What follows belongs to an exercise in optimizing a design on an open flow for small area; a production flow would make more cautious choices.
Function was checked by simulation only, so behaviour that the tests miss may differ from the original.

==> flow/design.v, too long to show whole: its modules and the start of the top module <==
// module fme_fa: 3 lines
// module fme_ha: 3 lines
// module fme_vpos: 689 lines
// module fme_hrow: 1068 lines
// module fme_lane: 540 lines
// module fme: 326 lines
module fme(
	clock, reset, enable, best_sad_ime,
	in_0, in_1, in_2, in_3, in_4, in_5, in_6, in_7, in_8, in_9, in_10, in_11, in_12, in_13, in_14, in_15,
	original_0, original_1, original_2, original_3, original_4, original_5, original_6, original_7,
	lambda_r_SAD_0, lambda_r_SAD_1, lambda_r_SAD_2, lambda_r_SAD_3, lambda_r_SAD_4, lambda_r_SAD_5,
	address_best_sad, best_sad);
  // ...
==> flow/run.sh <==
#!/bin/bash
# synth_recipe.tcl (not shown) runs the flow's synth.tcl, then flattens the netlist and writes it again
# the make line also repeats each setting of config.mk as NAME=value (left out here)
make -C /OpenROAD-flow-scripts/flow DESIGN_CONFIG=/design/flow/config.mk WORK_HOME=/design/flow/orfs CLKGATE_MAP_FILE= SYNTH_SCRIPT=/design/flow/synth_recipe.tcl finish
==> flow/config.mk <==
export PLATFORM = sky130hd
export DESIGN_NAME = fme
export DESIGN_NICKNAME = fme
export VERILOG_FILES = /design/flow/design.v
export SDC_FILE = /design/flow/constraint.sdc
export NUM_CORES = 8
export LEC_CHECK = 0
export CAP_MARGIN = 20
export CORE_MARGIN = 2
export CORE_UTILIZATION = 60
export CTS_BUF_LIST = sky130_fd_sc_hd__clkbuf_4 sky130_fd_sc_hd__clkbuf_8
export SETUP_SLACK_MARGIN = 0.2
export SLEW_MARGIN = 20
export SYNTH_HIERARCHICAL = 1
export SYNTH_MINIMUM_KEEP_SIZE = 0
==> flow/constraint.sdc <==
create_clock -name core_clock -period 12.5 [get_ports {clock}]
set_input_delay 2.5000 -clock core_clock [delete_from_list [all_inputs] [get_ports {clock}]]
set_output_delay 2.5000 -clock core_clock [all_outputs]
set_load 0.01 [all_outputs]
==> run notes, run 1 <==
- The flow ran to the end and the layout has no timing, DRC or antenna violations.
- The number of placed I/O pins is about 330.
- The critical path is of the register to register type.
- The floorplan has 243 rows.
- In the post-route analysis, the smallest setup slack over all paths is about 1800 ps.
- For this run, global-route usage on met2 was measured as 0.587.
- The number of pins exceeding their max-slew limit in the final report is 0.
- Compared with the post-synthesis result, the final layout area differs by 8.81%.
- The finished cells cover ~290,000 um^2.
- Once layout is complete, the cells apart from fillers number 26,400.
- After clock tree synthesis, the setup repair step added 0 buffers.
- The synthesized netlist occupies a cell area of around 260,000 um^2.
- The number of cells traversed by the worst register-to-register path is 28.
- The minimum setup slack after placement is approximately 2000 ps.
- Of the total synthesized cell area, the portion taken by full adders, half adders and majority gates is 0.455.
- The sum of overflow across all layers after global routing is 0.
- The count of input and output buffers is 330.
- The biggest area consumer among synthesized cells is sky130_fd_sc_hd__fa_1.
- The area used by sequential logic in the layout is approximately 86,000 um^2.
- Once placement finished, the instance area stood at between 200,000 and 300,000 um^2.
- The critical path's most frequent cell is sky130_fd_sc_hd__fa_1.
- Counting every sink on the clock net gives between 4,000 and 5,000.
- The routed layout has about 150k vias.
- The share of synthesized area in the top cell type comes to 0.404.
- The synthesized net count is about 26,000.
- In the final routed layout, each cell accounts on average for 32.6 um.
- In this design, the largest share of critical-path delay is due to adder cells.
- By area the synthesized netlist is led by sky130_fd_sc_hd__fa_1 (40%), sky130_fd_sc_hd__dfxtp_1 (27%), sky130_fd_sc_hd__edfxtp_1 (5.4%).
- TritonCTS built the clock tree.
- In this run the most critical hold path is launched from RING[439].
- STA classifies the critical path endpoint as a register.
==> module fme, before the edit <==
module fme(
	clock, reset, enable, best_sad_ime,
	in_0, in_1, in_2, in_3, in_4, in_5, in_6, in_7, in_8, in_9, in_10, in_11, in_12, in_13, in_14, in_15,
	original_0, original_1, original_2, original_3, original_4, original_5, original_6, original_7,
	lambda_r_SAD_0, lambda_r_SAD_1, lambda_r_SAD_2, lambda_r_SAD_3, lambda_r_SAD_4, lambda_r_SAD_5,
	address_best_sad, best_sad);
input clock, reset, enable;
input [16:0] best_sad_ime;
input [7:0] in_0, in_1, in_2, in_3, in_4, in_5, in_6, in_7, in_8, in_9, in_10, in_11, in_12, in_13, in_14, in_15;
input [7:0] original_0, original_1, original_2, original_3, original_4, original_5, original_6, original_7;
input [15:0] lambda_r_SAD_0, lambda_r_SAD_1, lambda_r_SAD_2, lambda_r_SAD_3, lambda_r_SAD_4, lambda_r_SAD_5;
output [5:0] address_best_sad;
output [16:0] best_sad;
reg [5:0] cnt;
wire [5:0] n = reset ? 6'd0 : ((cnt != 6'd0 || enable) ? ((cnt == 6'd63) ? 6'd63 : cnt + 6'd1) : 6'd0);
reg c_rload;
reg c_oload;
reg c_hsel;
reg c_tsel;
reg c_g1;
reg c_otA;
reg c_otB;
reg c_otC;
reg c_otg;
reg c_bv00;
reg c_bf00;
reg c_bl00;
reg c_bv01;
reg c_bf01;
reg c_bp01;
reg c_bv10;
reg c_bf10;
reg c_bv11;
reg c_bf11;
reg c_bl11;
reg c_park;
reg c_e7;
reg c_g0v0;
reg c_g0v1;
reg c_g0v2;
reg c_lr;
reg c_ev15;
reg c_ev27;
reg c_ev28;
reg c_ev31;
reg c_ev36;
reg c_ev37;
reg c_ev45;
reg c_ev49;
reg c_ev53;
reg c_ev54;
always @(posedge clock) begin
	cnt <= n;
	c_rload <= (n >= 6'd1 && n <= 6'd16);
	c_oload <= (n >= 6'd6 && n <= 6'd13);
	c_hsel <= (n >= 6'd18 && n <= 6'd33);
	c_tsel <= (n >= 6'd34);
	c_g1 <= (n >= 6'd35 && n <= 6'd43);
	c_otA <= (n <= 6'd35);
	c_otB <= (n >= 6'd36 && n <= 6'd44);
	c_otC <= (n >= 6'd45);
	c_otg <= (n >= 6'd40);
	c_bv00 <= ((n >= 6'd11 && n <= 6'd18) || (n >= 6'd27 && n <= 6'd34) || (n >= 6'd36 && n <= 6'd43) || (n >= 6'd45 && n <= 6'd52));
	c_bf00 <= ((n == 6'd11) || (n == 6'd27) || (n == 6'd36) || (n == 6'd45));
	c_bl00 <= (n == 6'd45);
	c_bv01 <= ((n >= 6'd12 && n <= 6'd19) || (n >= 6'd28 && n <= 6'd35) || (n >= 6'd37 && n <= 6'd44) || (n >= 6'd46 && n <= 6'd53));
	c_bf01 <= ((n == 6'd12) || (n == 6'd28) || (n == 6'd37));
	c_bp01 <= (n == 6'd45);
	c_bv10 <= ((n >= 6'd11 && n <= 6'd18) || (n >= 6'd27 && n <= 6'd34) || (n >= 6'd45 && n <= 6'd52));
	c_bf10 <= ((n == 6'd11) || (n == 6'd27) || (n == 6'd45));
	c_bv11 <= ((n >= 6'd12 && n <= 6'd19) || (n >= 6'd28 && n <= 6'd35) || (n >= 6'd46 && n <= 6'd53));
	c_bf11 <= ((n == 6'd12) || (n == 6'd28) || (n == 6'd46));
	c_bl11 <= (n == 6'd46);
	c_park <= (n == 6'd27);
	c_e7 <= (n == 6'd7);
	c_g0v0 <= (n >= 6'd7 && n <= 6'd14);
	c_g0v1 <= (n >= 6'd23 && n <= 6'd30);
	c_g0v2 <= (n >= 6'd41 && n <= 6'd48);
	c_lr <= ((n == 6'd19) || (n == 6'd46));
	c_ev15 <= (n == 6'd15);
	c_ev27 <= (n == 6'd27);
	c_ev28 <= (n == 6'd28);
	c_ev31 <= (n == 6'd31);
	c_ev36 <= (n == 6'd36);
	c_ev37 <= (n == 6'd37);
	c_ev45 <= (n == 6'd45);
	c_ev49 <= (n == 6'd49);
	c_ev53 <= (n == 6'd53);
	c_ev54 <= (n == 6'd54);
end
wire [127:0] win = {in_15, in_14, in_13, in_12, in_11, in_10, in_9, in_8, in_7, in_6, in_5, in_4, in_3, in_2, in_1, in_0};
wire [63:0] nori = ~{original_7, original_6, original_5, original_4, original_3, original_2, original_1, original_0};
wire [95:0] lamv = {lambda_r_SAD_5, lambda_r_SAD_4, lambda_r_SAD_3, lambda_r_SAD_2, lambda_r_SAD_1, lambda_r_SAD_0};
reg [2047:0] RING;
always @(posedge clock) RING <= {RING[1919:0], c_rload ? win : RING[2047:1920]};
reg [511:0] ORING;
always @(posedge clock) ORING <= {ORING[447:0], c_oload ? nori : ORING[511:448]};
wire [127:0] vin = c_tsel ? RING[383:256] : RING[127:0];
wire [127:0] vcol;
genvar gi, gj, gr;
generate for (gi = 0; gi < 16; gi = gi + 1) begin : mir
	assign vcol[8*gi +: 8] = c_tsel ? vin[8*(15-gi) +: 8] : vin[8*gi +: 8];
end endgenerate
wire [80:0] vbank;
generate for (gi = 0; gi < 9; gi = gi + 1) begin : vp
	fme_vpos u_vpos(.x(vcol[8*gi +: 64]), .hsel(c_hsel), .u(vbank[9*gi +: 9]));
end endgenerate
wire [80:0] vnew;
generate for (gi = 0; gi < 9; gi = gi + 1) begin : vo
	assign vnew[9*gi +: 9] = c_tsel ? vbank[9*(8-gi) +: 9] : vbank[9*gi +: 9];
end endgenerate
reg [647:0] VSR;
always @(posedge clock) VSR <= {VSR[566:0], vnew};
wire [215:0] dnew;
generate for (gi = 0; gi < 9; gi = gi + 1) begin : hb
	wire [71:0] hx;
	for (gj = 0; gj < 8; gj = gj + 1) begin : tp
		if (gi < 8) begin : g1m
			assign hx[9*gj +: 9] = c_g1 ? {1'b0, RING[128*((17-gj) % 16) + 8*(4+gi) +: 8]} : VSR[81*(7-gj) + 9*gi +: 9];
		end else begin : nm
			assign hx[9*gj +: 9] = VSR[81*(7-gj) + 9*gi +: 9];
		end
	end
	fme_hrow u_hrow(.x(hx), .g1(c_g1), .d(dnew[24*gi +: 24]));
end endgenerate
reg [215:0] DR;
always @(posedge clock) DR <= dnew;
wire [63:0] otap0 = ({64{c_otA}} & ORING[319:256]) | ({64{c_otB}} & ORING[383:320]) | ({64{c_otC}} & ORING[447:384]);
wire [63:0] otap1 = ({64{c_otA}} & ORING[383:320]) | ({64{c_otB}} & ORING[447:384]) | ({64{c_otC}} & ORING[511:448]);
wire [63:0] otg = c_otg ? ORING[191:128] : ORING[63:0];
reg [16:0] B_000;
wire [63:0] B_000_a;
generate for (gr = 0; gr < 8; gr = gr + 1) begin : B_000_r
	assign B_000_a[8*gr +: 8] = DR[24*(0+gr) + 0 +: 8];
end endgenerate
wire [16:0] B_000_s;
fme_lane u_B_000(.a(B_000_a), .nb(otap0), .base(c_bf00 ? (c_bl00 ? {1'b0, lamv[80 +: 16]} : 17'd0) : B_000), .s(B_000_s));
always @(posedge clock) if (c_bv00) B_000 <= B_000_s;
reg [16:0] B_010;
wire [63:0] B_010_a;
generate for (gr = 0; gr < 8; gr = gr + 1) begin : B_010_r
	assign B_010_a[8*gr +: 8] = DR[24*(0+gr) + 8 +: 8];
end endgenerate
wire [16:0] B_010_s;
fme_lane u_B_010(.a(B_010_a), .nb(otap0), .base(c_bf00 ? (c_bl00 ? {1'b0, lamv[64 +: 16]} : 17'd0) : B_010), .s(B_010_s));
always @(posedge clock) if (c_bv00) B_010 <= B_010_s;
reg [16:0] B_020;
wire [63:0] B_020_a;
generate for (gr = 0; gr < 8; gr = gr + 1) begin : B_020_r
	assign B_020_a[8*gr +: 8] = DR[24*(0+gr) + 16 +: 8];
end endgenerate
wire [16:0] B_020_s;
fme_lane u_B_020(.a(B_020_a), .nb(otap0), .base(c_bf00 ? (c_bl00 ? {1'b0, lamv[48 +: 16]} : 17'd0) : B_020), .s(B_020_s));
always @(posedge clock) if (c_bv00) B_020 <= B_020_s;
reg [16:0] B_001;
wire [63:0] B_001_a;
generate for (gr = 0; gr < 8; gr = gr + 1) begin : B_001_r
	assign B_001_a[8*gr +: 8] = DR[24*(0+gr) + 0 +: 8];
end endgenerate
wire [16:0] B_001_s;
fme_lane u_B_001(.a(B_001_a), .nb(otap1), .base(c_bf01 ? 17'd0 : B_001), .s(B_001_s));
always @(posedge clock) if (c_bv01) B_001 <= B_001_s; else if (c_bp01) B_001 <= {1'b0, lamv[32 +: 16]};
reg [16:0] B_011;
wire [63:0] B_011_a;
generate for (gr = 0; gr < 8; gr = gr + 1) begin : B_011_r
	assign B_011_a[8*gr +: 8] = DR[24*(0+gr) + 8 +: 8];
end endgenerate
wire [16:0] B_011_s;
fme_lane u_B_011(.a(B_011_a), .nb(otap1), .base(c_bf01 ? 17'd0 : B_011), .s(B_011_s));
always @(posedge clock) if (c_bv01) B_011 <= B_011_s; else if (c_bp01) B_011 <= {1'b0, lamv[16 +: 16]};
reg [16:0] B_021;
wire [63:0] B_021_a;
generate for (gr = 0; gr < 8; gr = gr + 1) begin : B_021_r
	assign B_021_a[8*gr +: 8] = DR[24*(0+gr) + 16 +: 8];
end endgenerate
wire [16:0] B_021_s;
fme_lane u_B_021(.a(B_021_a), .nb(otap1), .base(c_bf01 ? 17'd0 : B_021), .s(B_021_s));
always @(posedge clock) if (c_bv01) B_021 <= B_021_s; else if (c_bp01) B_021 <= {1'b0, lamv[0 +: 16]};
reg [16:0] B_100;
wire [63:0] B_100_a;
generate for (gr = 0; gr < 8; gr = gr + 1) begin : B_100_r
	assign B_100_a[8*gr +: 8] = DR[24*(1+gr) + 0 +: 8];
end endgenerate
wire [16:0] B_100_s;
fme_lane u_B_100(.a(B_100_a), .nb(otap0), .base(c_bf10 ? 17'd0 : B_100), .s(B_100_s));
always @(posedge clock) if (c_bv10) B_100 <= B_100_s;
reg [16:0] B_110;
wire [63:0] B_110_a;
generate for (gr = 0; gr < 8; gr = gr + 1) begin : B_110_r
	assign B_110_a[8*gr +: 8] = DR[24*(1+gr) + 8 +: 8];
end endgenerate
wire [16:0] B_110_s;
fme_lane u_B_110(.a(B_110_a), .nb(otap0), .base(c_bf10 ? 17'd0 : B_110), .s(B_110_s));
always @(posedge clock) if (c_bv10) B_110 <= B_110_s;
reg [16:0] B_120;
wire [63:0] B_120_a;
generate for (gr = 0; gr < 8; gr = gr + 1) begin : B_120_r
	assign B_120_a[8*gr +: 8] = DR[24*(1+gr) + 16 +: 8];
end endgenerate
wire [16:0] B_120_s;
fme_lane u_B_120(.a(B_120_a), .nb(otap0), .base(c_bf10 ? 17'd0 : B_120), .s(B_120_s));
always @(posedge clock) if (c_bv10) B_120 <= B_120_s;
reg [16:0] B_101;
wire [63:0] B_101_a;
generate for (gr = 0; gr < 8; gr = gr + 1) begin : B_101_r
	assign B_101_a[8*gr +: 8] = DR[24*(1+gr) + 0 +: 8];
end endgenerate
wire [16:0] B_101_s;
fme_lane u_B_101(.a(B_101_a), .nb(otap1), .base(c_bf11 ? (c_bl11 ? {1'b0, lamv[32 +: 16]} : 17'd0) : B_101), .s(B_101_s));
always @(posedge clock) if (c_bv11) B_101 <= B_101_s;
reg [16:0] B_111;
wire [63:0] B_111_a;
generate for (gr = 0; gr < 8; gr = gr + 1) begin : B_111_r
	assign B_111_a[8*gr +: 8] = DR[24*(1+gr) + 8 +: 8];
end endgenerate
wire [16:0] B_111_s;
fme_lane u_B_111(.a(B_111_a), .nb(otap1), .base(c_bf11 ? (c_bl11 ? {1'b0, lamv[16 +: 16]} : 17'd0) : B_111), .s(B_111_s));
always @(posedge clock) if (c_bv11) B_111 <= B_111_s;
reg [16:0] B_121;
wire [63:0] B_121_a;
generate for (gr = 0; gr < 8; gr = gr + 1) begin : B_121_r
	assign B_121_a[8*gr +: 8] = DR[24*(1+gr) + 16 +: 8];
end endgenerate
wire [16:0] B_121_s;
fme_lane u_B_121(.a(B_121_a), .nb(otap1), .base(c_bf11 ? (c_bl11 ? {1'b0, lamv[0 +: 16]} : 17'd0) : B_121), .s(B_121_s));
always @(posedge clock) if (c_bv11) B_121 <= B_121_s;
reg [16:0] P_0, P_1, P_2;
always @(posedge clock) if (c_park) begin P_0 <= B_100; P_1 <= B_110; P_2 <= B_120; end
wire [7:0] cv [0:8];
generate for (gi = 0; gi < 9; gi = gi + 1) begin : cl
	wire [8:0] uu = VSR[9*gi +: 9];
	wire [8:0] vm = uu - 9'd96;
	assign cv[gi] = (uu < 9'd96) ? 8'd0 : ((uu >= 9'd352) ? 8'd255 : vm[7:0]);
end endgenerate
wire [63:0] ga0;
generate for (gr = 0; gr < 8; gr = gr + 1) begin : ga0_r
	assign ga0[8*gr +: 8] = cv[0+gr];
end endgenerate
reg [16:0] G_00;
reg [16:0] G_10;
reg [16:0] G_20;
wire [16:0] gb0 = c_e7 ? {1'b0, lamv[0 +: 16]} : (({17{c_g0v0}} & G_00) | ({17{c_g0v1}} & G_10) | ({17{c_g0v2}} & G_20));
wire [16:0] gs0;
fme_lane u_g00(.a(ga0), .nb(otg), .base(gb0), .s(gs0));
always @(posedge clock) if (c_g0v0) G_00 <= gs0;
always @(posedge clock) if (c_g0v1) G_10 <= gs0; else if (c_e7) G_10 <= {1'b0, lamv[16 +: 16]};
always @(posedge clock) if (c_g0v2) G_20 <= gs0; else if (c_e7) G_20 <= {1'b0, lamv[32 +: 16]};
wire [63:0] ga1;
generate for (gr = 0; gr < 8; gr = gr + 1) begin : ga1_r
	assign ga1[8*gr +: 8] = cv[1+gr];
end endgenerate
reg [16:0] G_01;
reg [16:0] G_11;
reg [16:0] G_21;
wire [16:0] gb1 = c_e7 ? {1'b0, lamv[48 +: 16]} : (({17{c_g0v0}} & G_01) | ({17{c_g0v1}} & G_11) | ({17{c_g0v2}} & G_21));
wire [16:0] gs1;
fme_lane u_g01(.a(ga1), .nb(otg), .base(gb1), .s(gs1));
always @(posedge clock) if (c_g0v0) G_01 <= gs1;
always @(posedge clock) if (c_g0v1) G_11 <= gs1; else if (c_e7) G_11 <= {1'b0, lamv[64 +: 16]};
always @(posedge clock) if (c_g0v2) G_21 <= gs1; else if (c_e7) G_21 <= {1'b0, lamv[80 +: 16]};
reg [95:0] LR;
always @(posedge clock) if (c_lr) LR <= lamv;
wire [16:0] sx_0 = ({17{c_ev15}} & G_00) | ({17{c_ev27}} & B_000) | ({17{c_ev28}} & P_0) | ({17{c_ev36}} & B_000) | ({17{c_ev37}} & B_100) | ({17{c_ev45}} & B_000) | ({17{c_ev53}} & B_100) | ({17{c_ev54}} & B_001);
wire [15:0] sl_0 = ({16{c_ev27}} & lamv[80 +: 16]) | ({16{c_ev28}} & lamv[80 +: 16]) | ({16{c_ev36}} & lamv[80 +: 16]) | ({16{c_ev37}} & lamv[80 +: 16]) | ({16{c_ev45}} & LR[80 +: 16]) | ({16{c_ev53}} & LR[80 +: 16]);
wire [5:0] sa_0 = ({6{c_ev15}} & 6'd0) | ({6{c_ev27}} & 6'd29) | ({6{c_ev28}} & 6'd35) | ({6{c_ev36}} & 6'd41) | ({6{c_ev37}} & 6'd47) | ({6{c_ev45}} & 6'd17) | ({6{c_ev53}} & 6'd59) | ({6{c_ev54}} & 6'd50);
wire sv_0 = c_ev15 | c_ev27 | c_ev28 | c_ev36 | c_ev37 | c_ev45 | c_ev53 | c_ev54;
reg [16:0] c1_0; reg [5:0] a1_0; reg v1_0;
always @(posedge clock) begin c1_0 <= sx_0 + {1'b0, sl_0}; a1_0 <= sa_0; v1_0 <= sv_0 & !reset; end
wire [16:0] sx_1 = ({17{c_ev15}} & G_01) | ({17{c_ev27}} & B_001) | ({17{c_ev28}} & B_101) | ({17{c_ev36}} & B_001) | ({17{c_ev37}} & B_101) | ({17{c_ev45}} & B_001) | ({17{c_ev53}} & B_000) | ({17{c_ev54}} & B_101);
wire [15:0] sl_1 = ({16{c_ev27}} & lamv[32 +: 16]) | ({16{c_ev28}} & lamv[32 +: 16]) | ({16{c_ev36}} & lamv[32 +: 16]) | ({16{c_ev37}} & lamv[32 +: 16]) | ({16{c_ev45}} & LR[32 +: 16]);
wire [5:0] sa_1 = ({6{c_ev15}} & 6'd3) | ({6{c_ev27}} & 6'd26) | ({6{c_ev28}} & 6'd32) | ({6{c_ev36}} & 6'd38) | ({6{c_ev37}} & 6'd44) | ({6{c_ev45}} & 6'd14) | ({6{c_ev53}} & 6'd53) | ({6{c_ev54}} & 6'd56);
wire sv_1 = c_ev15 | c_ev27 | c_ev28 | c_ev36 | c_ev37 | c_ev45 | c_ev53 | c_ev54;
reg [16:0] c1_1; reg [5:0] a1_1; reg v1_1;
always @(posedge clock) begin c1_1 <= sx_1 + {1'b0, sl_1}; a1_1 <= sa_1; v1_1 <= sv_1 & !reset; end
wire [16:0] sx_2 = ({17{c_ev27}} & B_010) | ({17{c_ev28}} & P_1) | ({17{c_ev31}} & G_10) | ({17{c_ev36}} & B_010) | ({17{c_ev37}} & B_110) | ({17{c_ev45}} & B_010) | ({17{c_ev53}} & B_110) | ({17{c_ev54}} & B_011);
wire [15:0] sl_2 = ({16{c_ev27}} & lamv[64 +: 16]) | ({16{c_ev28}} & lamv[64 +: 16]) | ({16{c_ev36}} & lamv[64 +: 16]) | ({16{c_ev37}} & lamv[64 +: 16]) | ({16{c_ev45}} & LR[64 +: 16]) | ({16{c_ev53}} & LR[64 +: 16]);
wire [5:0] sa_2 = ({6{c_ev27}} & 6'd28) | ({6{c_ev28}} & 6'd34) | ({6{c_ev31}} & 6'd1) | ({6{c_ev36}} & 6'd40) | ({6{c_ev37}} & 6'd46) | ({6{c_ev45}} & 6'd16) | ({6{c_ev53}} & 6'd58) | ({6{c_ev54}} & 6'd49);
wire sv_2 = c_ev27 | c_ev28 | c_ev31 | c_ev36 | c_ev37 | c_ev45 | c_ev53 | c_ev54;
reg [16:0] c1_2; reg [5:0] a1_2; reg v1_2;
always @(posedge clock) begin c1_2 <= sx_2 + {1'b0, sl_2}; a1_2 <= sa_2; v1_2 <= sv_2 & !reset; end
wire [16:0] sx_3 = ({17{c_ev27}} & B_011) | ({17{c_ev28}} & B_111) | ({17{c_ev31}} & G_11) | ({17{c_ev36}} & B_011) | ({17{c_ev37}} & B_111) | ({17{c_ev45}} & B_011) | ({17{c_ev53}} & B_010) | ({17{c_ev54}} & B_111);
wire [15:0] sl_3 = ({16{c_ev27}} & lamv[16 +: 16]) | ({16{c_ev28}} & lamv[16 +: 16]) | ({16{c_ev36}} & lamv[16 +: 16]) | ({16{c_ev37}} & lamv[16 +: 16]) | ({16{c_ev45}} & LR[16 +: 16]);
wire [5:0] sa_3 = ({6{c_ev27}} & 6'd25) | ({6{c_ev28}} & 6'd31) | ({6{c_ev31}} & 6'd4) | ({6{c_ev36}} & 6'd37) | ({6{c_ev37}} & 6'd43) | ({6{c_ev45}} & 6'd13) | ({6{c_ev53}} & 6'd52) | ({6{c_ev54}} & 6'd55);
wire sv_3 = c_ev27 | c_ev28 | c_ev31 | c_ev36 | c_ev37 | c_ev45 | c_ev53 | c_ev54;
reg [16:0] c1_3; reg [5:0] a1_3; reg v1_3;
always @(posedge clock) begin c1_3 <= sx_3 + {1'b0, sl_3}; a1_3 <= sa_3; v1_3 <= sv_3 & !reset; end
wire [16:0] sx_4 = ({17{c_ev27}} & B_020) | ({17{c_ev28}} & P_2) | ({17{c_ev36}} & B_020) | ({17{c_ev37}} & B_120) | ({17{c_ev45}} & B_020) | ({17{c_ev49}} & G_20) | ({17{c_ev53}} & B_120) | ({17{c_ev54}} & B_021);
wire [15:0] sl_4 = ({16{c_ev27}} & lamv[48 +: 16]) | ({16{c_ev28}} & lamv[48 +: 16]) | ({16{c_ev36}} & lamv[48 +: 16]) | ({16{c_ev37}} & lamv[48 +: 16]) | ({16{c_ev45}} & LR[48 +: 16]) | ({16{c_ev53}} & LR[48 +: 16]);
wire [5:0] sa_4 = ({6{c_ev27}} & 6'd27) | ({6{c_ev28}} & 6'd33) | ({6{c_ev36}} & 6'd39) | ({6{c_ev37}} & 6'd45) | ({6{c_ev45}} & 6'd15) | ({6{c_ev49}} & 6'd2) | ({6{c_ev53}} & 6'd57) | ({6{c_ev54}} & 6'd48);
wire sv_4 = c_ev27 | c_ev28 | c_ev36 | c_ev37 | c_ev45 | c_ev49 | c_ev53 | c_ev54;
reg [16:0] c1_4; reg [5:0] a1_4; reg v1_4;
always @(posedge clock) begin c1_4 <= sx_4 + {1'b0, sl_4}; a1_4 <= sa_4; v1_4 <= sv_4 & !reset; end
wire [16:0] sx_5 = ({17{c_ev27}} & B_021) | ({17{c_ev28}} & B_121) | ({17{c_ev36}} & B_021) | ({17{c_ev37}} & B_121) | ({17{c_ev45}} & B_021) | ({17{c_ev49}} & G_21) | ({17{c_ev53}} & B_020) | ({17{c_ev54}} & B_121);
wire [15:0] sl_5 = ({16{c_ev27}} & lamv[0 +: 16]) | ({16{c_ev28}} & lamv[0 +: 16]) | ({16{c_ev36}} & lamv[0 +: 16]) | ({16{c_ev37}} & lamv[0 +: 16]) | ({16{c_ev45}} & LR[0 +: 16]);
wire [5:0] sa_5 = ({6{c_ev27}} & 6'd24) | ({6{c_ev28}} & 6'd30) | ({6{c_ev36}} & 6'd36) | ({6{c_ev37}} & 6'd42) | ({6{c_ev45}} & 6'd12) | ({6{c_ev49}} & 6'd5) | ({6{c_ev53}} & 6'd51) | ({6{c_ev54}} & 6'd54);
wire sv_5 = c_ev27 | c_ev28 | c_ev36 | c_ev37 | c_ev45 | c_ev49 | c_ev53 | c_ev54;
reg [16:0] c1_5; reg [5:0] a1_5; reg v1_5;
always @(posedge clock) begin c1_5 <= sx_5 + {1'b0, sl_5}; a1_5 <= sa_5; v1_5 <= sv_5 & !reset; end
function [23:0] pick;
	input [23:0] x; input vx; input [23:0] y; input vy;
	begin
		if (!vx) pick = y;
		else if (!vy) pick = x;
		else pick = (y[22:0] < x[22:0]) ? y : x;
	end
endfunction
wire [23:0] k0 = {1'b0, c1_0, a1_0}, k1 = {1'b0, c1_1, a1_1}, k2 = {1'b0, c1_2, a1_2};
wire [23:0] k3 = {1'b0, c1_3, a1_3}, k4 = {1'b0, c1_4, a1_4}, k5 = {1'b0, c1_5, a1_5};
wire w01 = v1_0 | v1_1, w23 = v1_2 | v1_3, w45 = v1_4 | v1_5;
wire [23:0] m01 = pick(k0, v1_0, k1, v1_1);
wire [23:0] m23 = pick(k2, v1_2, k3, v1_3);
wire [23:0] m45 = pick(k4, v1_4, k5, v1_5);
wire [23:0] m0123 = pick(m01, w01, m23, w23);
wire [23:0] mall = pick(m0123, w01 | w23, m45, w45);
wire anyv = w01 | w23 | w45;
reg [16:0] bcost; reg [5:0] baddr; reg bime;
wire better = anyv && ((mall[22:6] < bcost) || (mall[22:6] == bcost && !bime && mall[5:0] < baddr));
always @(posedge clock)
	if (reset) begin
		bcost <= best_sad_ime; baddr <= 6'd63; bime <= 1'b1;
	end else if (better) begin
		bcost <= mall[22:6]; baddr <= mall[5:0]; bime <= 1'b0;
	end
assign best_sad = bcost;
assign address_best_sad = baddr;
endmodule
==> run 2, diff against run 1 <==
--- a/flow/design.v
+++ b/flow/design.v
@@ -2400,3 +2400,2 @@
 always @(posedge clock) ORING <= {ORING[447:0], c_oload ? nori : ORING[511:448]};
-wire [127:0] vin = c_tsel ? RING[383:256] : RING[127:0];
 wire [127:0] vcol;
@@ -2404,3 +2403,3 @@
 generate for (gi = 0; gi < 16; gi = gi + 1) begin : mir
-	assign vcol[8*gi +: 8] = c_tsel ? vin[8*(15-gi) +: 8] : vin[8*gi +: 8];
+	assign vcol[8*gi +: 8] = c_tsel ? RING[256 + 8*(15-gi) +: 8] : RING[8*gi +: 8];
 end endgenerate
--- a/flow/config.mk
+++ b/flow/config.mk
@@ -9,4 +9,6 @@
 export CORE_MARGIN = 2
-export CORE_UTILIZATION = 60
-export CTS_BUF_LIST = sky130_fd_sc_hd__clkbuf_4 sky130_fd_sc_hd__clkbuf_8
+export CORE_UTILIZATION = 70
+export CTS_BUF_LIST = sky130_fd_sc_hd__clkbuf_8 sky130_fd_sc_hd__clkbuf_16
+export CTS_CLUSTER_DIAMETER = 60
+export CTS_CLUSTER_SIZE = 16
 export SETUP_SLACK_MARGIN = 0.2
==> run notes, run 2 <==
- In this run the standard cell core region covers about 380,000 um^2.
- The synthesized net count was 26,200 (-0.21%).
- The leading cell type by number of instances after synthesis is sky130_fd_sc_hd__fa_1.
- The y dimension of the die is between 600 and 700 um.
- The number of buffers created by CTS is between 300 and 400.
- The run finished with no timing, DRC or antenna violations.
- Yosys attributes the largest share of cell area to sky130_fd_sc_hd__fa_1 (40%), sky130_fd_sc_hd__dfxtp_1 (27%), sky130_fd_sc_hd__edfxtp_1 (5.3%).
- The count of final hold-check violations came to 0.
- Together, buffers and inverters on the worst path number 3.
- For this design, the CTS-stage hold fixing added 0 buffers.
- Using the TritonRoute via totals, the vias-per-cell ratio works out to about 6.4.
- Yosys printed 7 warnings.
- The first-pass detailed-route iteration total is 13.
- The sequential share of the synthesized area is 0.327.
- The sum of overflow across all layers after global routing was 0 (unchanged).
- Gates resized during post-CTS repair numbered 0.
- The gate count of the mapped netlist is about 20,000.
- The worst hold slack is 301 ps.
- The biggest area consumer among synthesized cells is sky130_fd_sc_hd__fa_1.
- The via count of the first global-routing pass is about 170k.
- STA classifies the critical path startpoint as a register.
- Yosys mapped a number of flops with a built-in enable equal to 470.
- At the later pin of the worst-skew pair, clock insertion delay measures approximately 1000 ps.
- The post-CTS repair timing setup buffer count is 0 (unchanged).
- For the pin with the worst max-slew slack, the measured transition is approximately 1200 ps.
- The register with the most flip-flops in the final layout is RING.
- Setup repair after global routing left no endpoint under its margin.
- Entering global routing, the biggest net connects between 150 and 200 pins.
- The post-synthesis instance area is 264,000 um^2 (about the same).
- For the final database, setup skew stands at between 100 and 150 ps.
- The die area is about 380,000 um^2.
- The clock tree buffer depth is 4.
- The worst pin sits at a relative slew slack of 0.168.
- In this run the number of H-tree levels came out at 5.
- The CTS tree is yes.
- The count of cell types in the netlist is 91.
- The max-capacitance violation count is 0.
- In this run the remaining antenna-violating nets after routing total 0.
- The number of violations reported at the end of detailed-routing iteration 0 is between 20,000 and 25,000.
- The required time of the critical path is roughly 13,000 ps.
- In the finished design, the share of the clock period the worst path needs comes to 0.859.
- At the end of the flow, the number of nets in the layout was 26,500.
- The final number of setup-violating endpoints is 0.
- On the critical path the largest part of the delay comes from compound AO/OA/AOI/OAI gates.
- The async set-reset flop share out of synthesis is 0.
- STA classifies the critical path endpoint as a register.
- The number of placed I/O pins is 331 (unchanged).
- After clock tree synthesis, the clock-pin slew on the worst setup and hold paths is around 80 ps.
- Along the worst path, the maximum fanout reaches 22.
- The minimum period implied by the final worst setup slack is ~11,000 ps.
- The slowest library cell on the worst path is sky130_fd_sc_hd__a31oi_4.
- After detailed routing, the number of remaining DRC violations is 0.
- The initial utilization of the core area, before any placement, comes to 0.703.
- The root buffer selected by CTS is sky130_fd_sc_hd__clkbuf_16.
- The total half-perimeter wirelength after legalization and detailed placement is between 700 and 800 mm.
- The class of the tightest hold or removal check is register to register.
- The vias after detailed routing was 160,000 (+4.8%).
- The total number of placement rows is 225 (-7.4%).
- In the layout the commonest cells are sky130_fd_sc_hd__fa_1 (5,328), sky130_fd_sc_hd__dfxtp_1 (3,570), sky130_fd_sc_hd__inv_1 (2,654).
- The register with the most flip-flops in the layout has 2,048 of them.
- The largest registers in the layout are RING (2048), VSR (648), ORING (512).
- The number of pins exceeding their max-slew limit in the final report came to 0 (unchanged).
- Sorting the synthesized cells by how often they occur yields sky130_fd_sc_hd__fa_1 (5,328), sky130_fd_sc_hd__dfxtp_1 (3,599), sky130_fd_sc_hd__inv_1 (2,639).
- The clock net sink count is 4,069 (unchanged).
- The number of antenna violations at the first check in global routing is 83.
- In the final layout, the share of cells above drive strength 1 is 0.0929.
- The data arrival at the endpoint of the critical path is roughly 11,000 ps.
- The final routed wire length divided by cell count is 36.9 um (+13%).
- The total track usage is 0.495.
- The wire length of the first global-routing pass is ~1300 mm.
- Timing would allow up to a little over 90 MHz.
- At the end of routability-driven placement, the weighted congestion stood at roughly 1.2.
- The critical path's most frequent cell is sky130_fd_sc_hd__ha_1.
- The die outline width is between 600 and 700 um.
- The flop and latch count out of synthesis is 4,069.
- The classification of the worst setup path is register to register.
- The count of input and output buffers is 330 (unchanged).
- The mean area per synthesized cell is between 10 and 15 um^2.
- The area fraction of the dominant cell type after synthesis is 0.404 (about the same).
- Setup total negative slack on the finished layout was measured at 0 ps.
- The highest cell delay on the worst timing path is roughly 820 ps.
- Relative to the synthesized area, the layout overhead comes to 7.02%.
- The most used flip-flop cell after synthesis is sky130_fd_sc_hd__dfxtp_1.
- After detailed routing, the total wire length is between 900 and 1000 mm.
- The library cell used most frequently in the layout, excluding fill and tap cells, is sky130_fd_sc_hd__fa_1.
run 2: cell types whose count changed after synthesis, moves of 10 or more:
cell,change
sky130_fd_sc_hd__a21o_1,-10
sky130_fd_sc_hd__clkbuf_1,-27
sky130_fd_sc_hd__inv_1,+32
sky130_fd_sc_hd__mux2_4,+17
sky130_fd_sc_hd__mux2i_1,+39
sky130_fd_sc_hd__nand2_1,-29
sky130_fd_sc_hd__nand3_1,-16
sky130_fd_sc_hd__nor2_1,+22
sky130_fd_sc_hd__o21ai_0,-40
sky130_fd_sc_hd__or3_1,-10
run 2: layer usage:
| metal | vias to the layer above | part of all wire | global-route usage |
|---|---|---|---|
| li1 | 62200 | - | - |
| met1 | 82800 | 0.34 | 0.594 |
| met2 | 11800 | 0.43 | 0.711 |
| met3 | 3530 | 0.13 | 0.180 |
| met4 | 52 | 0.11 | 0.425 |
| met5 | - | 0.00039 | 0.000379 |
run 2: worst paths after layout:
kind / startpoint / endpoint / slack (ps) / depth (start not counted)
max: c1_2[8] / bcost[12] / 1760 / 35
min: RING[386] / RING[514] / 300 / 0
max reg2reg: c1_2[8] / bcost[12] / 1760 / 35
min reg2reg: RING[386] / RING[514] / 300 / 0
run 2: cells by family (layout without fill, tap and decap cells):
family,count (synthesis),count (layout),synth area share
other cells,0,40,0
xor+xnor,1112,1112,0.0369
buf+inv,3266,3647,0.0502
simple gates,2228,2228,0.0439
compound gates,1357,1357,0.0397
mux,1117,1117,0.0476
flops,4069,4069,0.327
fa+ha+maj,6403,6403,0.455
run 2: layout make-up:
| cell class | count | area (um^2) |
|---|---|---|
| Sequential cell | 4069 | 86200 |
| Timing Repair Buffer | 518 | 4900 |
| Clock buffer | 356 | 8840 |
| Fill cell | 21900 | 92900 |
| Tap cell | 4994 | 6250 |
| Clock inverter | 133 | 1680 |
| Multi-Input combinational cell | 12200 | 164000 |
| Inverter | 2640 | 9910 |
| Antenna cell | 40 | 100 |
run 2: worst reg2reg max path: cells and delay by family, from the launching register on:
family | cells | cell delay, ps
muxes | 3 | 1170
AOI/OAI and AO/OA | 15 | 4700
adders and majority gates | 4 | 1250
and+or+nand+nor | 10 | 2150
buffers and inverters | 3 | 760
DFF | 1 | 340
run 2: modules after synthesis (local to each module, per instance):
module,cells inside,flip-flops and latches,area [um^2]
fme_fa,1,0,20.0
fme_vpos,117,0,653
fme_lane,157,0,1130
fme_ha,1,0,12.5
fme_hrow,273,0,1750
fme,8392,4069,118000
run 2: through the flow:
stage          instance area (um^2)  worst slack [ps]  instances  utilization
2_1_floorplan                264000              1790      19600            -
3_3_place_gp                 272000              1900      24400        0.724
3_5_place_dp                 272000              1710      24400        0.724
4_1_cts                      282000              1590      24900        0.752
5_1_grt                      282000              1270      24900        0.752
6_report                     282000              1760      25000        0.752
==> run 3, diff against run 2 <==
--- a/flow/config.mk
+++ b/flow/config.mk
@@ -9,6 +9,6 @@
 export CORE_MARGIN = 2
-export CORE_UTILIZATION = 70
+export CORE_UTILIZATION = 65
 export CTS_BUF_LIST = sky130_fd_sc_hd__clkbuf_8 sky130_fd_sc_hd__clkbuf_16
-export CTS_CLUSTER_DIAMETER = 60
-export CTS_CLUSTER_SIZE = 16
+export CTS_CLUSTER_DIAMETER = 80
+export CTS_CLUSTER_SIZE = 28
 export SETUP_SLACK_MARGIN = 0.2
==> run notes, run 3 <==
- The flow ran to the end and the layout has no timing, DRC or antenna violations.
- The data arrival at the endpoint of the critical path came to 11,530 ps (+200 ps).
- The critical path starts at VSR[32].
- Yosys attributes the largest share of cell area to sky130_fd_sc_hd__fa_1 (40%), sky130_fd_sc_hd__dfxtp_1 (27%), sky130_fd_sc_hd__edfxtp_1 (5.3%).
- The critical path's most frequent cell is sky130_fd_sc_hd__fa_1.
- The biggest area consumer among synthesized cells is sky130_fd_sc_hd__fa_1.
- The final standard cell count with taps included and fillers excluded is 25,200 (+1.0%).
- The combined buffer and inverter count along the critical path is 3 (unchanged).
- The residual antenna-violating net count after detailed routing is 0 (unchanged).
- The placed instance count is 24,900 (+1.9%).
- The period utilization is 0.864 (+0.00444).
- The remaining max-slew budget at the tightest pin is 0.134 (-0.0333).
- The number of synthesized flops with an enable pin is 470 (unchanged).
- The min-delay analysis places its worst path in the category register to register.
- Setup repair after global routing left no endpoint under its margin.
- The start point of the worst min-delay path is VSR[538].
- The count of cell types in the netlist was 91 (unchanged).
- The number of flip-flops under the largest register name is 2,048 (unchanged).
- In the final layout, the registers with the most flip-flops are RING (2048), VSR (648), ORING (512).
- The via count of the first global-routing pass is 167,000 (-4.1%).
- The register-to-register setup slack is 1700 ps (-60 ps).
- The number of buffers created by CTS is 201 (-42%).
- The die area is 411,000 um^2 (+7.6%).
- The met2 wire length is 387 mm (-1.3%).
- The area fraction of the dominant cell type after synthesis came to 0.404 (unchanged).
- The first-pass detailed-route iteration total was 14 (+1).
- The detailed route wirelength on metal3 is 98.8 mm (-14%).
- The number of violations reported at the end of detailed-routing iteration 0 is 18,700 (-7.4%).
- The library cells used most frequently in the layout, excluding fill and tap cells, are sky130_fd_sc_hd__fa_1 (5,328), sky130_fd_sc_hd__dfxtp_1 (3,571), sky130_fd_sc_hd__inv_1 (2,641).
- The quantity of gates resized following cts is 0 (unchanged).
- In this design, the largest share of critical-path delay is due to adder cells.
- The via density per instance is 6.15 (-4.2%).
- Among all flip-flop cells after synthesis, the most frequent one is sky130_fd_sc_hd__dfxtp_1.
- The required time of the critical path is 13,230 ps (+140 ps).
- The met1 layer wirelength in the final routing was 331 mm (+6.4%).
- The final cell utilization of the core came to 0.692 (-0.0605).
- The number of antenna violations at the first check in global routing is 67 (-19%).
- The minimum period implied by the final worst setup slack is 10,800 ps (+55.5 ps).
- The sum of overflow across all layers after global routing came to 0 (unchanged).
- The worst hold slack was 295 ps (-6.74 ps).
- The number of H-tree branching levels is 4 (-1).
- The most common cell after layout, fill and taps aside is sky130_fd_sc_hd__fa_1.
- Among all cell types in the netlist, the one instantiated most often is sky130_fd_sc_hd__fa_1.
- The final routed wire length divided by cell count is 36.0 um (-2.4%).
- The startpoint class of the critical path is a register.
- The type of destination of the critical path is a register.
- The ratio of cells with drive above 1 in the final layout is 0.0865 (-0.00640).
- The highest cell delay on the worst timing path was 710 ps (-110 ps).
- The register containing the most flip-flops in the final layout is RING.
- The flop and latch count out of synthesis came to 4,069 (unchanged).
- The die outline width is 641 um (+3.8%).
- The biggest fanout along the worst timing path is 9 (-59%).
- The vias after detailed routing is 155,000 (-3.3%).
- The largest net degree at the start of global routing was 246 (+41%).
- The detailed router used layers up to and including met5.
- The placer's final routability congestion estimate came to 1.09 (-7.2%).
- The total number of placement rows is 233 (+3.6%).
- The post-detailed-route DRC marker count is 0 (unchanged).
- TritonCTS built the clock tree.
- The sequential share of the synthesized area is 0.327 (unchanged).
- The count of hold-fix buffers inserted at cts is 0 (unchanged).
- The number of placed I/O pins is 331 (unchanged).
- The final-stage net count is 26,400 (-0.38%).
- The clock net sink count came to 4,069 (unchanged).
- The slew at the pin with the worst max-slew slack was 1290 ps (+46.9 ps).
- The final-layout setup total negative slack is 0 ps (unchanged).
- The y dimension of the die is 641 um (+3.8%).
- The clock input transition at the sequential cells of the worst setup and hold paths is 110 ps (+30 ps).
- The max-capacitance violation count is 0 (unchanged).
- The count of input and output buffers is 330 (unchanged).
- The synthesized net count is 26,200 (unchanged).
- The count of final hold-check violations is 0 (unchanged).
- The area growth from synthesis to layout is 5.81%.
- The final number of setup-violating endpoints is 0 (unchanged).
- In this run the critical register-to-register path is launched from VSR[32].
- The clock skew after layout is 117 ps (+3.85 ps).
- The total track usage is 0.452 (-0.0422).
- The gate count of the mapped netlist came to 19,600 (unchanged).
- The slowest stage of the critical path belongs to the cell sky130_fd_sc_hd__nor3_1.
- The effective utilization at floorplan came to 0.654 (-0.0492).
- The routed wire length was 908 mm (-1.5%).
- The critical path in this run is classified as register to register.
- The cell sitting at the root of the clock tree is a sky130_fd_sc_hd__clkbuf_16.
- The achievable clock frequency came to 92.6 MHz (-0.51%).
- By count the netlist is led by sky130_fd_sc_hd__fa_1 (5,328), sky130_fd_sc_hd__dfxtp_1 (3,599), sky130_fd_sc_hd__inv_1 (2,639).
- The warning count from the yosys run was 7 (unchanged).
- The total half-perimeter wirelength after legalization and detailed placement came to 743 mm (+3.4%).
- The async set-reset flop share out of synthesis is 0 (unchanged).
- The area of the placeable core was 403,000 um^2 (+7.5%).
- The post-synthesis instance area is 264,000 um^2 (unchanged).
- The mean area per synthesized cell is 13.5 um^2 (unchanged).
- The wire length of the first global-routing pass is 1270 mm (-2.1%).
- The clock tree buffer depth is 4 (unchanged).
- The number of pins exceeding their max-slew limit in the final report is 0 (unchanged).
- The clock latency on the worst-skew pair came to 1010 ps (-20 ps).
- The post-CTS repair timing setup buffer count came to 0 (unchanged).
[run 3: metrics by stage]
step / area [um^2] / worst slack [ps]
2_1_floorplan: 264000 / 1790
3_3_place_gp: 272000 / 2060
3_5_place_dp: 272000 / 1920
4_1_cts: 279000 / 1860
5_1_grt: 279000 / 1100
6_report: 279000 / 1700
[run 3: logic make-up (layout without fill, tap and decap cells)]
family,count (synthesis),in the layout,synth area share
other,0,34,0
buffers and inverters,3266,3492,0.0502
DFF,4069,4069,0.327
xor gates and xnor gates,1112,1112,0.0369
and+or+nand+nor,2228,2228,0.0439
adders and majority gates,6403,6403,0.455
AOI/OAI and AO/OA,1357,1357,0.0397
muxes,1117,1117,0.0476
[run 3: final cells by class]
class / instances / area, um^2
Inverter: 2640 / 9910
Multi-Input combinational cell: 12200 / 164000
Fill cell: 27400 / 124000
Sequential cell: 4069 / 86200
Clock inverter: 85 / 1420
Antenna cell: 34 / 85.1
Timing Repair Buffer: 561 / 5170
Clock buffer: 206 / 5130
Tap cell: 5405 / 6760
[run 3: modules after synthesis (local to each module, per instance)]
module,cell area [um^2],flip-flops and latches,cells inside,times used
fme_ha,12.5,0,1,130
fme,118000,4069,8392,1
fme_hrow,1750,0,273,9
fme_vpos,653,0,117,9
fme_lane,1130,0,157,14
fme_fa,20.0,0,1,5322
[run 3: worst paths after layout]
kind,to,cells past startpoint
worst max-delay path,G_20[13],28
worst max register to register,G_20[13],28
worst min register to register,VSR[619],0
worst min-delay path,VSR[619],0
[run 3: layer usage]
metal | vias up | GRT usage
met5 | - | 0
met2 | 9528 | 0.654
met1 | 81100 | 0.576
li1 | 62000 | -
met3 | 2521 | 0.131
met4 | 36 | 0.353
==> run 4, diff against run 3 <==
--- a/flow/config.mk
+++ b/flow/config.mk
@@ -11,4 +11,4 @@
 export CTS_BUF_LIST = sky130_fd_sc_hd__clkbuf_8 sky130_fd_sc_hd__clkbuf_16
-export CTS_CLUSTER_DIAMETER = 80
-export CTS_CLUSTER_SIZE = 28
+export CTS_CLUSTER_DIAMETER = 70
+export CTS_CLUSTER_SIZE = 22
 export SETUP_SLACK_MARGIN = 0.2
==> run notes, run 4 <==
- The die area is 411,000 um^2 (unchanged).
- The flop and latch count out of synthesis is 4,069 (unchanged).
- The sum of overflow across all layers after global routing is 0 (unchanged).
- The placer's final routability congestion estimate is 1.09 (unchanged).
- The total track usage is 0.456 (+0.00327).
- The period utilization came to 0.867 (+0.00277).
- The count of cell types in the netlist was 91 (unchanged).
- The synthesized net count is 26,200 (unchanged).
- The number of filler instances in the final layout was 27,000 (-1.7%).
- sky130_fd_sc_hd__fa_1 is the most common cell in the netlist.
- The mean area per synthesized cell was 13.5 um^2 (unchanged).
- The die outline width is 641 um (unchanged).
- The async set-reset flop share out of synthesis was 0 (unchanged).
- The number of synthesized flops with an enable pin is 470 (unchanged).
- The post-detailed-route DRC marker count was 0 (unchanged).
- The number of placed I/O pins is 331 (unchanged).
- The post-CTS repair timing setup buffer count is 0 (unchanged).
- The most common cell after layout, fill and taps aside is sky130_fd_sc_hd__fa_1.
- The residual antenna-violating net count after detailed routing is 0 (unchanged).
- The number of H-tree branching levels came to 5 (+1).
- The dominant register cell in the synthesized netlist is sky130_fd_sc_hd__dfxtp_1.
- The gate count of the mapped netlist was 19,600 (unchanged).
- The count of hold-fix buffers inserted at cts came to 0 (unchanged).
- The type of destination of the critical path is a register.
- The via count of the first global-routing pass came to 169,000 (+0.91%).
- The wire length of the first global-routing pass was 1280 mm (+0.79%).
- The flow ran to the end and the layout has no timing, DRC or antenna violations.
- The biggest fanout along the worst timing path is 9 (unchanged).
- The final routed wire length divided by cell count was 36.1 um (+0.25%).
- The final cell utilization of the core is 0.697 (+0.00522).
- The total number of placement rows is 233 (unchanged).
- In this design, the critical path's most frequently occurring cell is sky130_fd_sc_hd__fa_1.
- The slew at the pin with the worst max-slew slack is 1270 ps (-25.6 ps).
- Summed over all instances, the cell type with the most area after synthesis is sky130_fd_sc_hd__fa_1.
- The remaining max-slew budget at the tightest pin came to 0.151 (+0.0171).
- The number of pins exceeding their max-slew limit in the final report was 0 (unchanged).
- The clock latency on the worst-skew pair came to 1020 ps (about the same).
- The register-to-register setup slack was 1670 ps (-30 ps).
- The data arrival at the endpoint of the critical path is 11,530 ps (about the same).
- The startpoint class of the critical path is a register.
- The clock input transition at the sequential cells of the worst setup and hold paths is 90 ps (-20 ps).
- The cell sitting at the root of the clock tree is a sky130_fd_sc_hd__clkbuf_16.
- The highest cell delay on the worst timing path was 700 ps (about the same).
- The required time of the critical path is 13,200 ps (-30 ps).
- In the layout the commonest cells are sky130_fd_sc_hd__fa_1 (5,328), sky130_fd_sc_hd__dfxtp_1 (3,571), sky130_fd_sc_hd__inv_1 (2,649).
- The warning count from the yosys run came to 7 (unchanged).
- The effective utilization at floorplan is 0.654 (unchanged).
- By count the netlist is led by sky130_fd_sc_hd__fa_1 (5,328), sky130_fd_sc_hd__dfxtp_1 (3,599), sky130_fd_sc_hd__inv_1 (2,639).
- The max-capacitance violation count is 0 (unchanged).
- Yosys attributes the largest share of cell area to sky130_fd_sc_hd__fa_1 (40%), sky130_fd_sc_hd__dfxtp_1 (27%), sky130_fd_sc_hd__edfxtp_1 (5.3%).
- The achievable clock frequency was 92.3 MHz (-0.32%).
- The final-layout setup total negative slack is 0 ps (unchanged).
- The quantity of gates resized following cts is 0 (unchanged).
- The routing usage on met2 is 0.659 (+0.00462).
- TritonCTS built the clock tree.
- The largest net degree at the start of global routing is 246 (unchanged).
- The post-synthesis instance area is 264,000 um^2 (unchanged).
- The number of antenna violations at the first check in global routing was 64 (-4.5%).
- The clock skew after layout is 132 ps (+15.7 ps).
- The final-stage net count came to 26,400 (+0.26%).
- The number of buffers created by CTS is 269 (+34%).
- The vias after detailed routing came to 156,000 (+0.50%).
- The register containing the most flip-flops in the final layout is RING.
- The count of input and output buffers is 330 (unchanged).
- The ratio of cells with drive above 1 in the final layout was 0.0913 (+0.00474).
- The area fraction of the dominant cell type after synthesis is 0.404 (unchanged).
- The clock tree buffer depth is 4 (unchanged).
- The y dimension of the die came to 641 um (unchanged).
- In this run the worst hold path is classified as register to register.
- The met1 capacity usage during global routing was 0.576 (-0.000616).
- The classification of the worst setup path is register to register.
- The first-pass detailed-route iteration total is 17 (+3).
- In this run the most used layer during global routing was met2.
- The area of the placeable core is 403,000 um^2 (unchanged).
- The sequential share of the synthesized area came to 0.327 (unchanged).
- The count of final hold-check violations is 0 (unchanged).
- The clock net sink count was 4,069 (unchanged).
- The minimum period implied by the final worst setup slack is 10,830 ps (+34.6 ps).
- The number of violations reported at the end of detailed-routing iteration 0 is 18,800 (+0.021%).
- The number of flip-flops under the largest register name is 2,048 (unchanged).
- The slowest library cell on the worst path is sky130_fd_sc_hd__fa_1.
- The final number of setup-violating endpoints was 0 (unchanged).
- The total half-perimeter wirelength after legalization and detailed placement is 743 mm (unchanged).
- The routed wire length is 915 mm (+0.72%).
- In the final layout, the registers with the most flip-flops are RING (2048), VSR (648), ORING (512).
- The area added between synthesis and finish is 6.61%.
- The met3 capacity usage during global routing is 0.137 (+0.00606).
- Setup repair after global routing left no endpoint under its margin.
- The via density per instance was 6.16 (about the same).
-- run 4: cell types whose count changed in the layout (fill, tap and decap cells not counted), sizes merged --
cell    change
clkinv      +9
diode       +7
clkbuf     +72
inv        +28
bufinv      +3
-- run 4: modules after synthesis (local to each module, per instance) --
module    copies in the design  area (um^2)
fme_vpos                     9          653
fme_hrow                     9         1750
fme_ha                     130         12.5
fme_lane                    14         1130
fme                          1       118000
fme_fa                    5322         20.0
-- run 4: metal layers --
metal,wire length [um],up-vias
met5,249,-
met4,91700,38
met3,100000,2554
met2,390000,9532
met1,332000,81600
li1,-,62200
-- run 4: logic make-up (layout without fill, tap and decap cells) --
group,after synthesis,in the layout,synth area share
fa+ha+maj,6403,6403,0.455
flops,4069,4069,0.327
buf+inv,3266,3604,0.0502
simple gates,2228,2228,0.0439
compound gates,1357,1357,0.0397
mux,1117,1117,0.0476
xor+xnor,1112,1112,0.0369
other cells,0,41,0
-- run 4: final timing paths --
path	end	startpoint	depth (start not counted)
setup reg to reg	G_20[13]	VSR[32]	28
hold reg to reg	ORING[169]	ORING[105]	0
setup / recovery	G_20[13]	VSR[32]	28
hold / removal	ORING[169]	ORING[105]	0
-- run 4: critical path: cells and delay by family, from the launching register on --
kind	cells	cell delay, ps
mux	1	330
simple gates	4	1950
flops	1	370
buf+inv	3	460
xor+xnor	1	290
fa+ha+maj	17	6690
compound gates	2	430
-- run 4: per-stage QoR --
stage	area [um^2]	worst slack (ps)	instances	hold WS [ps]
2_1_floorplan	264000	1790	19600	310
3_3_place_gp	272000	2060	24900	309
3_5_place_dp	272000	1920	24900	312
4_1_cts	281000	1880	25300	294
5_1_grt	281000	1130	25300	296
6_report	281000	1670	25300	278
-- run 4: layout make-up --
type | instances | area, um^2 | share of cell area
Inverter | 2640 | 9910 | 0.0352
Clock inverter | 125 | 1760 | 0.00625
Timing Repair Buffer | 561 | 5160 | 0.0184
Antenna cell | 41 | 103 | 0.000365
Tap cell | 5405 | 6760 | 0.0240
Clock buffer | 278 | 6890 | 0.0245
Multi-Input combinational cell | 12200 | 164000 | 0.585
Sequential cell | 4069 | 86200 | 0.307
==> run 5, diff against run 4 <==
--- a/flow/config.mk
+++ b/flow/config.mk
@@ -11,5 +11,6 @@
 export CTS_BUF_LIST = sky130_fd_sc_hd__clkbuf_8 sky130_fd_sc_hd__clkbuf_16
-export CTS_CLUSTER_DIAMETER = 70
-export CTS_CLUSTER_SIZE = 22
-export SETUP_SLACK_MARGIN = 0.2
+export CTS_CLUSTER_DIAMETER = 75
+export CTS_CLUSTER_SIZE = 25
+export GPL_TIMING_DRIVEN = 0
+export SETUP_SLACK_MARGIN = 0
 export SLEW_MARGIN = 20
==> run notes, run 5 <==
- The quantity of gates resized following cts is 0 (unchanged).
- The share of the synthesized area in compound gates (AO/OA/AOI/OAI) came to 0.0397 (unchanged).
- The top cell types in the final layout, fill and taps aside, are sky130_fd_sc_hd__fa_1 (5,328), sky130_fd_sc_hd__dfxtp_1 (3,584), sky130_fd_sc_hd__inv_1 (2,648).
- The clock skew after layout is 97.9 ps (-34.3 ps).
- The count of cell types in the netlist is 91 (unchanged).
- By area, the combinational part of the netlist is dominated by adder cells.
- The simple-gate share of the synthesized area is 0.0439 (unchanged).
- The gate count of the mapped netlist came to 19,600 (unchanged).
- The async set-reset flop share out of synthesis was 0 (unchanged).
- The startpoint class of the critical path is a register.
- The area fraction of the dominant cell type after synthesis is 0.404 (unchanged).
- The number of pins exceeding their max-slew limit in the final report came to 0 (unchanged).
- The warning count from the yosys run came to 7 (unchanged).
- The die area is 411,000 um^2 (unchanged).
- The flow ran to the end and the layout has no timing, DRC or antenna violations.
- The clock input transition at the sequential cells of the worst setup and hold paths is 100 ps (about the same).
- The number of buffers created by CTS is 229 (-15%).
- The die outline width came to 641 um (unchanged).
- The critical path's most frequent cell is sky130_fd_sc_hd__fa_1.
- The count of input and output buffers was 329 (-0.30%).
- The effective utilization at floorplan was 0.654 (unchanged).
- Among all cell types in the netlist, the one instantiated most often is sky130_fd_sc_hd__fa_1.
- The mean area per synthesized cell came to 13.5 um^2 (unchanged).
- The post-route cell area is 282,000 um^2 (+0.33%).
- The area of the placeable core was 403,000 um^2 (unchanged).
- The biggest fanout along the worst timing path is 21 (+12).
- The sum of overflow across all layers after global routing came to 0 (unchanged).
- The via density per instance is 6.10 (-0.91%).
- The data arrival at the endpoint of the critical path is 12,640 ps (+1110 ps).
- The multi-input logic area is 164,000 um^2 (about the same).
- The number of flip-flops under the largest register name was 2,048 (unchanged).
- The final-layout setup total negative slack is 0 ps (unchanged).
- By count the netlist is led by sky130_fd_sc_hd__fa_1 (5,328), sky130_fd_sc_hd__dfxtp_1 (3,599), sky130_fd_sc_hd__inv_1 (2,639).
- The remaining max-slew budget at the tightest pin is 0.107 (-0.0439).
- The final routed wire length divided by cell count came to 35.7 um (-1.1%).
- The number of antenna violations at the first check in global routing is 52 (-19%).
- By startpoint and endpoint, the worst setup path is classified as register to register.
- The via count of the first global-routing pass came to 170,000 (+0.80%).
- The most common cell after layout, fill and taps aside is sky130_fd_sc_hd__fa_1.
- The area used by sequential logic in the layout is 86,200 um^2 (about the same).
- The largest individual stage delay along the critical path comes from the cell sky130_fd_sc_hd__clkbuf_1.
- The required time of the critical path is 13,410 ps (+210 ps).
- The ratio of cells with drive above 1 in the final layout is 0.0865 (-0.00478).
- The sequential share of the synthesized area is 0.327 (unchanged).
- The synthesized net count is 26,200 (unchanged).
- The post-CTS repair timing setup buffer count is 0 (unchanged).
- STA classifies the critical path endpoint as a register.
- The area added between synthesis and finish is 6.96%.
- The minimum period implied by the final worst setup slack was 11,730 ps (+900 ps).
- The number of H-tree branching levels is 4 (-1).
- The number of placed I/O pins was 331 (unchanged).
- The clock net sink count is 4,069 (unchanged).
- The tightest min-delay check is of the register to register type.
- In the final layout, the registers with the most flip-flops are RING (2048), VSR (648), ORING (512).
- The parity-gate share of the synthesized area counting xor and xnor cells came to 0.0369 (unchanged).
- Setup repair after global routing left no endpoint under its margin.
- The post-synthesis instance area is 264,000 um^2 (unchanged).
- The placer's final routability congestion estimate was 1.11 (+1.1%).
- The flop and latch count out of synthesis is 4,069 (unchanged).
- The clock tree buffer depth is 4 (unchanged).
- The period utilization came to 0.939 (+0.0720).
- The total half-perimeter wirelength after legalization and detailed placement is 761 mm (+2.5%).
- The slew at the pin with the worst max-slew slack is 1340 ps (+70.5 ps).
- Sorting the synthesized cells by area gives the leading types as sky130_fd_sc_hd__fa_1 (40%), sky130_fd_sc_hd__dfxtp_1 (27%), sky130_fd_sc_hd__edfxtp_1 (5.3%).
- The largest net degree at the start of global routing came to 56 (-77%).
- The max-capacitance violation count is 0 (unchanged).
- The first-pass detailed-route iteration total is 15 (-2).
- The total track usage is 0.458 (+0.00192).
- The count of hold-fix buffers inserted at cts came to 0 (unchanged).
- The vias after detailed routing is 157,000 (+0.49%).
- The residual antenna-violating net count after detailed routing came to 0 (unchanged).
- The total number of placement rows came to 233 (unchanged).
- The highest cell delay on the worst timing path was 770 ps (+70 ps).
- CTS placed an instance of sky130_fd_sc_hd__clkbuf_16 at the clock tree root.
- The register with the most flip-flops in the final layout is RING.
- The y dimension of the die is 641 um (unchanged).
- The CTS tree is yes.
- The number of violations reported at the end of detailed-routing iteration 0 is 17,000 (-9.2%).
- The portion of netlist area occupied by mux cells is 0.0476 (unchanged).
- The wire length of the first global-routing pass is 1280 mm (+0.28%).
- The routed wire length was 917 mm (+0.26%).
- Among all flip-flop cells after synthesis, the most frequent one is sky130_fd_sc_hd__dfxtp_1.
- The final-stage net count came to 26,800 (+1.4%).
- The number of synthesized flops with an enable pin came to 470 (unchanged).
- The achievable clock frequency is 85.2 MHz (-7.7%).
- The biggest area consumer among synthesized cells is sky130_fd_sc_hd__fa_1.
- The count of final hold-check violations is 0 (unchanged).
- The clock latency on the worst-skew pair was 1050 ps (+30 ps).
- The number of filler instances in the final layout is 27,600 (+2.2%).
- The post-detailed-route DRC marker count came to 0 (unchanged).
- The share of synthesized cell area in full adder, half adder and majority cells is 0.455 (unchanged).
- The final number of setup-violating endpoints is 0 (unchanged).
- The total cell area at the placement stage is 275,000 um^2 (+0.77%).
==> run 5: path summary, 6_finish.rpt <==
kind	from	endpoint	slack (ps)	cells after the start
setup / recovery	c_g1	DR[182]	770	29
setup reg to reg	c_g1	DR[182]	770	29
hold / removal	RING[1798]	RING[1926]	300	0
hold reg to reg	RING[1798]	RING[1926]	300	0
==> run 5: worst max-delay path, delay by kind of cell, from the launching register on <==
kind,cells,cell delay (ps)
adders and majority gates,19,7590
buffers and inverters,8,2440
muxes,1,440
DFF,1,730
AOI/OAI and AO/OA,1,370
==> run 5: per-module statistics from Yosys (local to each module, per instance) <==
module	cells	times used	flip-flops and latches
fme_vpos	117	9	0
fme_hrow	273	9	0
fme_fa	1	5322	0
fme_lane	157	14	0
fme_ha	1	130	0
fme	8392	1	4069
==> run 5: kinds of logic (layout without fill, tap and decap cells) <==
kind of cell	Yosys count	in the layout
other cells	0	38
compound gates	1357	1357
flops	4069	4069
xor+xnor	1112	1112
fa+ha+maj	6403	6403
simple gates	2228	2228
buf+inv	3266	3963
mux	1117	1117
==> run 5: cell type report <==
| type | instances | share of cell area |
|---|---|---|
| Antenna cell | 38 | 0.000337 |
| Buffer | 626 | 0.0120 |
| Clock buffer | 235 | 0.0208 |
| Clock inverter | 105 | 0.00560 |
| Inverter | 2640 | 0.0351 |
| Multi-Input combinational cell | 12200 | 0.583 |
| Sequential cell | 4069 | 0.305 |
| Tap cell | 5405 | 0.0240 |
| Timing Repair Buffer | 357 | 0.0139 |
==> run 5: layer usage <==
| layer | up-vias | GRT usage | wire [um] |
|---|---|---|---|
| li1 | 63000 | - | - |
| met1 | 81700 | 0.564 | 324000 |
| met2 | 9413 | 0.675 | 397000 |
| met3 | 2645 | 0.134 | 100000 |
| met4 | 20 | 0.371 | 96300 |
| met5 | - | 0.000236 | 150 |
==> run 5: metrics by stage <==
stage / utilization / worst slack, ps / cells / hold slack, ps
after CTS: 0.699 / 862 / 25700 / 285
after detailed placement: 0.680 / 917 / 25300 / 312
after floorplan: - / 1790 / 19600 / 310
after global routing: 0.699 / 625 / 25700 / 286
final: 0.699 / 768 / 25700 / 295
after global placement: 0.679 / -3540 / 25300 / 309

[re-timing with driven ports]
In the flow no input, the clock included, has a driving cell. The finished layouts below were timed again as built, in two steps.
Step 1 (the two cells are an assumption about what drives the block):
set clk [get_ports {clock}]
set_driving_cell -lib_cell sky130_fd_sc_hd__clkbuf_16 $clk
set_driving_cell -lib_cell sky130_fd_sc_hd__buf_2 [delete_from_list [all_inputs] $clk]
Step 2 adds t to the input delays and takes it off the output delays; t is the mean of the earliest and latest rising clock arrival at the registers after step 1. Input paths then give back, and output paths get back, about the clock's delay inside the block.
Three values: ideal, step 1, step 2; two values: the first two.
| run | t, ns | setup slack, ns | latest minus earliest clock arrival (ns) | cell pins on the clock port's net |
|---|---|---|---|---|
| run 1 | 1.391 | 1.813 / 1.813 / 1.813 | 0.165 / 0.165 | 1 |
| run 2 | 1.099 | 1.757 / 1.757 / 1.757 | 0.114 / 0.114 | 1 |
| run 3 | 1.100 | 1.702 / 1.702 / 1.702 | 0.154 / 0.154 | 1 |
| run 4 | 1.080 | 1.667 / 1.667 / 1.667 | 0.136 / 0.136 | 1 |
| run 5 | 1.119 | 0.768 / 0.768 / 0.768 | 0.110 / 0.111 | 1 |
After both steps setup and hold are still met in every run listed.
